This design comes from an exercise in tuning for small area on the open sky130 flow, not from production work.
In this exercise RTL edits were held to simulation tests only and were not proved equivalent to the original.

## mf_alu
module mf_alu #(parameter WIDTH = 16) (
    input clk,     
    input rst_n,   
    input signed [WIDTH-1:0] a1, a2, b1, b2,
    input op, is_complex, use_cop,
    output logic signed [WIDTH-1:0] out1, out2
);
Settings: LEC_CHECK=0, ABC_AREA=1, CAP_MARGIN=20, CORE_MARGIN=2, CORE_UTILIZATION=45, CTS_BUF_LIST=sky130_fd_sc_hd__clkbuf_8, GPL_TIMING_DRIVEN=0, SLEW_MARGIN=20; clock period 70.0 ns.
standard.sh (not shown) runs the stock make flow with config.mk's settings and CLKGATE_MAP_FILE= SYNTH_SCRIPT=/design/flow/synth_recipe.tcl, a recipe that flattens the netlist after the stock synthesis.
==> flow/flow/run.sh <==
#!/bin/bash
# Standard synthesis, then a netlist clean-up, then the standard layout.
#  1. the standard synthesis (standard.sh) up to 1_2_yosys.v
#  2. fa_flip.py: complement full-adder cells where that removes inverters
#  3. reabc.ys: re-map the logic between adders and flip-flops for area with ABC
#     (adders, flip-flops and tie cells are kept as they are)
#  4. the rest of the standard layout from the new netlist, with the smallest
#     buffer (buf_1) on each input and output port
set -euo pipefail
here=$(pwd)
res=$here/orfs/results/$FLOW_PLATFORM/mf_alu/base
lib=$FLOW_HOME/platforms/$FLOW_PLATFORM/lib/sky130_fd_sc_hd__tt_025C_1v80.lib

bash standard.sh $res/1_2_yosys.v > synth_standard.log 2>&1
cp $res/1_2_yosys.v $here/netlist_standard.v

python3 flow/fa_flip.py $here/netlist_standard.v $here/netlist_flip.v > fa_flip.log 2>&1

sed -e "s#@LIB@#$lib#g" -e "s#@IN@#$here/netlist_flip.v#g" -e "s#@OUT@#$here/netlist_reabc.v#g" \
    -e "s#@ABC@#$here/flow/area.abc#g" flow/reabc.ys > reabc_run.ys
yosys -s reabc_run.ys > yosys_reabc.log 2>&1
python3 flow/check_netlist.py $here/netlist_standard.v $here/netlist_reabc.v > check_netlist.log 2>&1

cp $here/netlist_reabc.v $res/1_2_yosys.v
touch $res/1_2_yosys.v
bash standard.sh "BUFFER_PORTS_ARGS=-buffer_cell sky130_fd_sc_hd__buf_1" finish > layout_standard.log 2>&1
==> flow/flow/area.abc <==
strash; dch; amap; strash; dch; amap; topo; stime -c
==> flow/flow/fa_flip.py <==
#!/usr/bin/env python3
"""Remove inverters around full-adder cells in a mapped Yosys netlist.

A full adder is self-dual: FA(~a, ~b, ~c) = (~cout, ~sum). Yosys's extract_fa
often leaves a cell with inverted inputs and outputs. This pass collapses all
inverters, chooses for each fa cell whether to complement it, and re-inserts
one inverter per net that still needs the complement. ABC re-maps the logic
around the adders afterwards (reabc.ys).

usage: fa_flip.py in.v out.v
"""
import re
import sys

INV = re.compile(r"sky130_fd_sc_hd__(inv|clkinv)_\d+$")
FA = re.compile(r"sky130_fd_sc_hd__fa_\d+$")
OUTPINS = {"X", "Y", "SUM", "COUT", "Q", "Q_N", "HI", "LO"}

src = open(sys.argv[1]).read()
m = re.search(r"^module\s+(\w+)\s*\((.*?)\);(.*?)^endmodule", src, re.S | re.M)
head_end = m.start(3)
body = m.group(3)

cell_re = re.compile(r"^\s*(sky130_fd_sc_hd__\w+)\s+(\S+)\s*\((.*?)\);\s*$", re.S | re.M)
cells = []
decls = []
pos = 0
for cm in cell_re.finditer(body):
    decls.append(body[pos:cm.start()])
    pos = cm.end()
    pins = [(p, n.strip()) for p, n in re.findall(r"\.(\w+)\(([^()]*)\)", cm.group(3))]
    cells.append([cm.group(1), cm.group(2), pins])
tail = body[pos:]
decl_text = "".join(decls)
assert "assign" not in decl_text and "assign" not in tail, "assign statements not supported"

ports = set()
for d in re.findall(r"^\s*(?:input|output)\s+(?:\[(\d+):(\d+)\]\s+)?(\w+);", decl_text, re.M):
    if d[0]:
        for i in range(int(d[1]), int(d[0]) + 1):
            ports.add(f"{d[2]}[{i}]")
    else:
        ports.add(d[2])
outports = set()
for d in re.findall(r"^\s*output\s+(?:\[(\d+):(\d+)\]\s+)?(\w+);", decl_text, re.M):
    if d[0]:
        for i in range(int(d[1]), int(d[0]) + 1):
            outports.add(f"{d[2]}[{i}]")
    else:
        outports.add(d[2])

# inverters that can be collapsed: output not a port
invmap = {}  # out net -> in net
for typ, name, pins in cells:
    if INV.match(typ):
        pd = dict(pins)
        if pd["Y"] not in outports:
            invmap[pd["Y"]] = pd["A"]


def root(n):
    p = 0
    while n in invmap:
        n = invmap[n]
        p ^= 1
    return n, p


driver = {}
for ci, (typ, name, pins) in enumerate(cells):
    for p, n in pins:
        if p in OUTPINS:
            driver[n] = ci

keep = [ci for ci, (typ, name, pins) in enumerate(cells)
        if not (INV.match(typ) and dict(pins)["Y"] in invmap)]
isfa = {ci: bool(FA.match(cells[ci][0])) for ci in keep}
# start from every full adder complemented (partial products then come from NAND gates),
# then improve greedily
flip = {ci: (1 if isfa[ci] else 0) for ci in keep}

# load list: (cell, pinidx, root, pol)
loads = {}
cellins = {ci: [] for ci in keep}
for ci in keep:
    typ, name, pins = cells[ci]
    for k, (p, n) in enumerate(pins):
        if p in OUTPINS:
            continue
        r, pol = root(n)
        loads.setdefault(r, []).append((ci, k, pol))
        cellins[ci].append(r)
# output ports driven through collapsed inverters are kept (not in invmap)


def drvflip(r):
    ci = driver.get(r)
    if ci is None or ci not in flip:
        return 0
    return flip[ci]


def cost(r):
    fd = drvflip(r)
    for ci, k, pol in loads.get(r, []):
        if pol ^ flip[ci] ^ fd:
            return 1
    return 0


def touched(ci):
    rs = set(cellins[ci])
    for p, n in cells[ci][2]:
        if p in OUTPINS:
            rs.add(n)
    return rs


base = sum(cost(r) for r in loads)
changed = True
it = 0
while changed and it < 50:
    changed = False
    it += 1
    for ci in keep:
        if not isfa[ci]:
            continue
        rs = touched(ci)
        before = sum(cost(r) for r in rs)
        flip[ci] ^= 1
        after = sum(cost(r) for r in rs)
        if after < before:
            changed = True
        else:
            flip[ci] ^= 1
final = sum(cost(r) for r in loads)
ninv = sum(1 for typ, name, pins in cells if INV.match(typ))
print(f"fa_flip: inverters before {ninv}, collapsed-net need {base}, after flipping {final}, "
      f"flipped {sum(flip.values())} fa cells", file=sys.stderr)

# rewrite
def esc(n):
    return n + " " if n.startswith("\\") else n


newnets = []
out = []
negname = {}
for r in loads:
    if cost(r):
        nn = "_faflip_n%d_" % len(negname)
        negname[r] = nn
        newnets.append(nn)
for ci in keep:
    typ, name, pins = cells[ci]
    newpins = []
    for p, n in pins:
        if p in OUTPINS:
            newpins.append((p, n))
        else:
            r, pol = root(n)
            need = pol ^ flip[ci] ^ drvflip(r)
            newpins.append((p, negname[r] if need else r))
    out.append(f"  {typ} {name} (\n" + ",\n".join(f"    .{p}({esc(n)})" for p, n in newpins) + "\n  );\n")
for i, (r, nn) in enumerate(negname.items()):
    out.append(f"  sky130_fd_sc_hd__inv_1 _faflip_inv{i}_ (\n    .A({esc(r)}),\n    .Y({nn})\n  );\n")
newdecl = "".join(f"  wire {n};\n" for n in newnets)
res = src[:head_end] + decl_text + newdecl + "".join(out) + tail + src[m.end(3):]
open(sys.argv[2], "w").write(res)
Other scripts of this flow, unchanged in this note and not shown: flow/flow/check_netlist.py, flow/flow/reabc.ys
The first run ran to the end with no violations.
Rerun with:
==> flow/flow/area.abc (replaced) <==
strash; dch; amap -F 5 -A 5; strash; dch; amap -F 5 -A 5; topo; stime -c
- CAP_MARGIN: 20 -> 10
- GPL_TIMING_DRIVEN: 0 -> not set
- SLEW_MARGIN: 20 -> 10
What happened: Cell count went down slightly. Clock-buffer cell count went down by 1. Design area went down by a few percent. Maximum frequency went up slightly. Die area went down slightly.
Rerun with:
--- a/flow/flow/run.sh
+++ b/flow/flow/run.sh
@@ -5,6 +5,5 @@
 #  3. reabc.ys: re-map the logic between adders and flip-flops for area with ABC
 #     (adders, flip-flops and tie cells are kept as they are)
-#  4. the rest of the standard layout from the new netlist, with the smallest
-#     buffer (buf_1) on each input and output port
+#  4. the rest of the standard layout from the new netlist
 set -euo pipefail
 here=$(pwd)
==> flow/flow/area.abc (replaced) <==
strash; dch; amap; strash; dch; amap; topo; stime -c
--- a/flow/flow/fa_flip.py
+++ b/flow/flow/fa_flip.py
@@ -5,6 +5,5 @@
 often leaves a cell with inverted inputs and outputs. This pass collapses all
 inverters, chooses for each fa cell whether to complement it, and re-inserts
-one inverter per net that still needs the complement. ABC re-maps the logic
-around the adders afterwards (reabc.ys).
+one inverter per net that still needs the complement.
 
 usage: fa_flip.py in.v out.v
@@ -76,7 +75,5 @@
         if not (INV.match(typ) and dict(pins)["Y"] in invmap)]
 isfa = {ci: bool(FA.match(cells[ci][0])) for ci in keep}
-# start from every full adder complemented (partial products then come from NAND gates),
-# then improve greedily
-flip = {ci: (1 if isfa[ci] else 0) for ci in keep}
+flip = {ci: 0 for ci in keep}
 
 # load list: (cell, pinidx, root, pol)
- CAP_MARGIN: 10 -> 20
- SLEW_MARGIN: 10 -> 20
- core utilization grows by 0.38 points
- die area rose by 2.0%
- routed wire length hardly moves
- non-clock buffer count is higher by 14
- synthesized area rose by 2.0%
- global-route usage came out lower by 0.32 points
- first-iteration DRC count decreases by 12%
- via count climbs by 0.98%
- fmax goes down by 0.98%
- setup slack got worse by 630 ps

* * *

Setup of run A:
mf_alu again, from the RTL that the note above started with.
export LEC_CHECK = 0
export ABC_AREA = 1
export CAP_MARGIN = 0
export CORE_MARGIN = 2
export CORE_UTILIZATION = 45
export CTS_BUF_LIST = sky130_fd_sc_hd__clkbuf_8
export SLEW_MARGIN = 0
create_clock -name core_clock -period 70.0 [get_ports {clk}]
==> flow/flow/run.sh <==
#!/bin/bash
# Standard synthesis, then a netlist clean-up, then the standard layout.
#  1. the standard synthesis (standard.sh) up to 1_2_yosys.v
#  2. fa_flip.py: complement full-adder cells where that removes inverters
#  3. reabc.ys: re-map the logic between adders and flip-flops for area with ABC
#     (adders, flip-flops and tie cells are kept as they are)
#  4. the rest of the standard layout from the new netlist, with the smallest
#     buffer (buf_1) on each input and output port
set -euo pipefail
here=$(pwd)
res=$here/orfs/results/$FLOW_PLATFORM/mf_alu/base
lib=$FLOW_HOME/platforms/$FLOW_PLATFORM/lib/sky130_fd_sc_hd__tt_025C_1v80.lib

bash standard.sh $res/1_2_yosys.v > synth_standard.log 2>&1
cp $res/1_2_yosys.v $here/netlist_standard.v

python3 flow/fa_flip.py $here/netlist_standard.v $here/netlist_flip.v > fa_flip.log 2>&1

sed -e "s#@LIB@#$lib#g" -e "s#@IN@#$here/netlist_flip.v#g" -e "s#@OUT@#$here/netlist_reabc.v#g" \
    -e "s#@ABC@#$here/flow/area.abc#g" flow/reabc.ys > reabc_run.ys
yosys -s reabc_run.ys > yosys_reabc.log 2>&1
python3 flow/check_netlist.py $here/netlist_standard.v $here/netlist_reabc.v > check_netlist.log 2>&1

cp $here/netlist_reabc.v $res/1_2_yosys.v
touch $res/1_2_yosys.v
bash standard.sh "BUFFER_PORTS_ARGS=-buffer_cell sky130_fd_sc_hd__buf_1" finish > layout_standard.log 2>&1
==> flow/flow/area.abc <==
strash; dch; amap; strash; dch; amap; topo; stime -c
==> flow/flow/fa_flip.py <==
#!/usr/bin/env python3
"""Remove inverters around full-adder cells in a mapped Yosys netlist.

A full adder is self-dual: FA(~a, ~b, ~c) = (~cout, ~sum). Yosys's extract_fa
often leaves a cell with inverted inputs and outputs. This pass collapses all
inverters, chooses for each fa cell whether to complement it, and re-inserts
one inverter per net that still needs the complement. ABC re-maps the logic
around the adders afterwards (reabc.ys).

usage: fa_flip.py in.v out.v
"""
import re
import sys

INV = re.compile(r"sky130_fd_sc_hd__(inv|clkinv)_\d+$")
FA = re.compile(r"sky130_fd_sc_hd__fa_\d+$")
OUTPINS = {"X", "Y", "SUM", "COUT", "Q", "Q_N", "HI", "LO"}

src = open(sys.argv[1]).read()
m = re.search(r"^module\s+(\w+)\s*\((.*?)\);(.*?)^endmodule", src, re.S | re.M)
head_end = m.start(3)
body = m.group(3)

cell_re = re.compile(r"^\s*(sky130_fd_sc_hd__\w+)\s+(\S+)\s*\((.*?)\);\s*$", re.S | re.M)
cells = []
decls = []
pos = 0
for cm in cell_re.finditer(body):
    decls.append(body[pos:cm.start()])
    pos = cm.end()
    pins = [(p, n.strip()) for p, n in re.findall(r"\.(\w+)\(([^()]*)\)", cm.group(3))]
    cells.append([cm.group(1), cm.group(2), pins])
tail = body[pos:]
decl_text = "".join(decls)
assert "assign" not in decl_text and "assign" not in tail, "assign statements not supported"

ports = set()
for d in re.findall(r"^\s*(?:input|output)\s+(?:\[(\d+):(\d+)\]\s+)?(\w+);", decl_text, re.M):
    if d[0]:
        for i in range(int(d[1]), int(d[0]) + 1):
            ports.add(f"{d[2]}[{i}]")
    else:
        ports.add(d[2])
outports = set()
for d in re.findall(r"^\s*output\s+(?:\[(\d+):(\d+)\]\s+)?(\w+);", decl_text, re.M):
    if d[0]:
        for i in range(int(d[1]), int(d[0]) + 1):
            outports.add(f"{d[2]}[{i}]")
    else:
        outports.add(d[2])

# inverters that can be collapsed: output not a port
invmap = {}  # out net -> in net
for typ, name, pins in cells:
    if INV.match(typ):
        pd = dict(pins)
        if pd["Y"] not in outports:
            invmap[pd["Y"]] = pd["A"]


def root(n):
    p = 0
    while n in invmap:
        n = invmap[n]
        p ^= 1
    return n, p


driver = {}
for ci, (typ, name, pins) in enumerate(cells):
    for p, n in pins:
        if p in OUTPINS:
            driver[n] = ci

keep = [ci for ci, (typ, name, pins) in enumerate(cells)
        if not (INV.match(typ) and dict(pins)["Y"] in invmap)]
isfa = {ci: bool(FA.match(cells[ci][0])) for ci in keep}
# start from every full adder complemented (partial products then come from NAND gates),
# then improve greedily
flip = {ci: (1 if isfa[ci] else 0) for ci in keep}

# load list: (cell, pinidx, root, pol)
loads = {}
cellins = {ci: [] for ci in keep}
for ci in keep:
    typ, name, pins = cells[ci]
    for k, (p, n) in enumerate(pins):
        if p in OUTPINS:
            continue
        r, pol = root(n)
        loads.setdefault(r, []).append((ci, k, pol))
        cellins[ci].append(r)
# output ports driven through collapsed inverters are kept (not in invmap)


def drvflip(r):
    ci = driver.get(r)
    if ci is None or ci not in flip:
        return 0
    return flip[ci]


def cost(r):
    fd = drvflip(r)
    for ci, k, pol in loads.get(r, []):
        if pol ^ flip[ci] ^ fd:
            return 1
    return 0


def touched(ci):
    rs = set(cellins[ci])
    for p, n in cells[ci][2]:
        if p in OUTPINS:
            rs.add(n)
    return rs


base = sum(cost(r) for r in loads)
changed = True
it = 0
while changed and it < 50:
    changed = False
    it += 1
    for ci in keep:
        if not isfa[ci]:
            continue
        rs = touched(ci)
        before = sum(cost(r) for r in rs)
        flip[ci] ^= 1
        after = sum(cost(r) for r in rs)
        if after < before:
            changed = True
        else:
            flip[ci] ^= 1
final = sum(cost(r) for r in loads)
ninv = sum(1 for typ, name, pins in cells if INV.match(typ))
print(f"fa_flip: inverters before {ninv}, collapsed-net need {base}, after flipping {final}, "
      f"flipped {sum(flip.values())} fa cells", file=sys.stderr)

# rewrite
def esc(n):
    return n + " " if n.startswith("\\") else n


newnets = []
out = []
negname = {}
for r in loads:
    if cost(r):
        nn = "_faflip_n%d_" % len(negname)
        negname[r] = nn
        newnets.append(nn)
for ci in keep:
    typ, name, pins = cells[ci]
    newpins = []
    for p, n in pins:
        if p in OUTPINS:
            newpins.append((p, n))
        else:
            r, pol = root(n)
            need = pol ^ flip[ci] ^ drvflip(r)
            newpins.append((p, negname[r] if need else r))
    out.append(f"  {typ} {name} (\n" + ",\n".join(f"    .{p}({esc(n)})" for p, n in newpins) + "\n  );\n")
for i, (r, nn) in enumerate(negname.items()):
    out.append(f"  sky130_fd_sc_hd__inv_1 _faflip_inv{i}_ (\n    .A({esc(r)}),\n    .Y({nn})\n  );\n")
newdecl = "".join(f"  wire {n};\n" for n in newnets)
res = src[:head_end] + decl_text + newdecl + "".join(out) + tail + src[m.end(3):]
open(sys.argv[2], "w").write(res)
Other scripts of this flow, unchanged in this note and not shown: flow/flow/check_netlist.py, flow/flow/reabc.ys
Run A ran to completion and came out clean on the timing, DRC and antenna checks.
The inputs of run B differ from those of run A as listed below.
# run A
export LEC_CHECK = 0
export ABC_AREA = 1
export CAP_MARGIN = 0
export CORE_MARGIN = 2
export CORE_UTILIZATION = 45
export CTS_BUF_LIST = sky130_fd_sc_hd__clkbuf_8
export SLEW_MARGIN = 0
create_clock -name core_clock -period 70.0 [get_ports {clk}]
# run B
export LEC_CHECK = 0
export ABC_AREA = 1
export CAP_MARGIN = 20
export CORE_MARGIN = 2
export CORE_UTILIZATION = 45
export CTS_CLUSTER_DIAMETER = 300
export CTS_CLUSTER_SIZE = 64
export SLEW_MARGIN = 20
create_clock -name core_clock -period 70.0 [get_ports {clk}]
--- a/flow/flow/run.sh
+++ b/flow/flow/run.sh
@@ -6,4 +6,3 @@
 #     (adders, flip-flops and tie cells are kept as they are)
-#  4. the rest of the standard layout from the new netlist, with the smallest
-#     buffer (buf_1) on each input and output port
+#  4. the rest of the standard layout from the new netlist
 set -euo pipefail
==> flow/flow/area.abc <==
strash; dch; map -a; strash; dch; map -a; strash; dch; map -a; topo; stime -c
--- a/flow/flow/fa_flip.py
+++ b/flow/flow/fa_flip.py
@@ -6,4 +6,3 @@
 inverters, chooses for each fa cell whether to complement it, and re-inserts
-one inverter per net that still needs the complement. ABC re-maps the logic
-around the adders afterwards (reabc.ys).
+one inverter per net that still needs the complement.
 
@@ -77,5 +76,3 @@
 isfa = {ci: bool(FA.match(cells[ci][0])) for ci in keep}
-# start from every full adder complemented (partial products then come from NAND gates),
-# then improve greedily
-flip = {ci: (1 if isfa[ci] else 0) for ci in keep}
+flip = {ci: 0 for ci in keep}
 
Findings:
- Length of the first detailed-routing pass in iterations for run B: 1 up relative to run A
- Floorplan die area: run B worse than run A
- In run B, the mean area per synthesized cell came out 0.17 um2 above the value in run A.
- The total wire length after detailed routing number comes out lower for run B vs run A.
- Taking run A as the reference point, the normalized max-slew margin of run B rises by 8.7 points.
- On via count of the first global-routing pass: between run A and run B, it ends up lower for run B.
- Relative to run A, setup slack has decreased by 0.097 ns in run B.
- Detailed route, run B vs run A: via total lower for run B
- Sort run A and run B by post-synthesis cell count asc -> top: run A
- Summary of run B over run A: mapped cell area moved up; number of signal-net buffers in the layout now smaller.
[inputs] run C vs run B
# run B
export LEC_CHECK = 0
export ABC_AREA = 1
export CAP_MARGIN = 20
export CORE_MARGIN = 2
export CORE_UTILIZATION = 45
export CTS_CLUSTER_DIAMETER = 300
export CTS_CLUSTER_SIZE = 64
export SLEW_MARGIN = 20
create_clock -name core_clock -period 70.0 [get_ports {clk}]
# run C
export LEC_CHECK = 0
export ABC_AREA = 1
export CAP_MARGIN = 20
export CORE_MARGIN = 2
export CORE_UTILIZATION = 65
export PLACE_DENSITY = 0.75
export SLEW_MARGIN = 20
create_clock -name core_clock -period 70.0 [get_ports {clk}]
==> flow/flow/area.abc <==
strash; dch; amap; strash; dch; amap; topo; stime -c
Results
Diff run B -> run C: non-clock inverter instance count of the final layout moved down, first-iteration DRC count moved up, time the final worst path needs with I/O delays and setup moved up.
Compared with run B, in run C worst setup slack moved down, placed standard-cell area moved down.
Side by side, area of the mapped netlist turned out lower in run C than in run B.
Compared with run B, run C shows a placement-stage worst setup slack that is 5.36 ns lower.
Cmp run B and run C / wire length / higher: run C

static timing again, ports no longer ideal:
How much do the figures lean on ideal ports? The routed layouts below were timed once more, with nothing changed but the port constraints.
Step 1, drivers: a clkbuf_16 drives clk and a buf_2 each remaining input, both assumed.
Step 2 adds t to the input delays and takes it off the output delays; t is the mean of the earliest and latest rising clock arrival at the registers after step 1. Input paths then give back, and output paths get back, about the clock's delay inside the block.
Three values: ideal, step 1, step 2; two values: the first two.
run | t (ns) | setup WS [ns] | worst hold slack (ns) | worst setup path after step 2 | latest minus earliest clock arrival (ns)
the first run of note 1 | 0.379 | 5.656 / 5.644 / 5.266 | 13.501 / 13.484 / 13.862 | input to register | 0.017 / 0.017
the second run of note 1 | 0.395 | 6.317 / 6.336 / 5.941 | 13.846 / 13.837 / 14.232 | input to register | 0.010 / 0.010
the third run of note 1 | 0.433 | 5.689 / 5.691 / 5.258 | 13.747 / 13.716 / 14.149 | input to register | 0.021 / 0.021
run A | 0.396 | 6.214 / 6.174 / 5.779 | 13.808 / 13.789 / 14.185 | input to register | 0.013 / 0.013
run B | 0.393 | 6.117 / 6.143 / 5.750 | 13.854 / 13.828 / 14.221 | input to register | 0.008 / 0.008
run C | 0.384 | 4.027 / 4.046 / 3.662 | 13.821 / 13.806 / 14.189 | input to register | 0.014 / 0.013
After both steps setup and hold are still met in every run listed. The setup slack of run A, which loses most, moves by -0.040 ns with the drivers and by -0.435 ns with both steps.
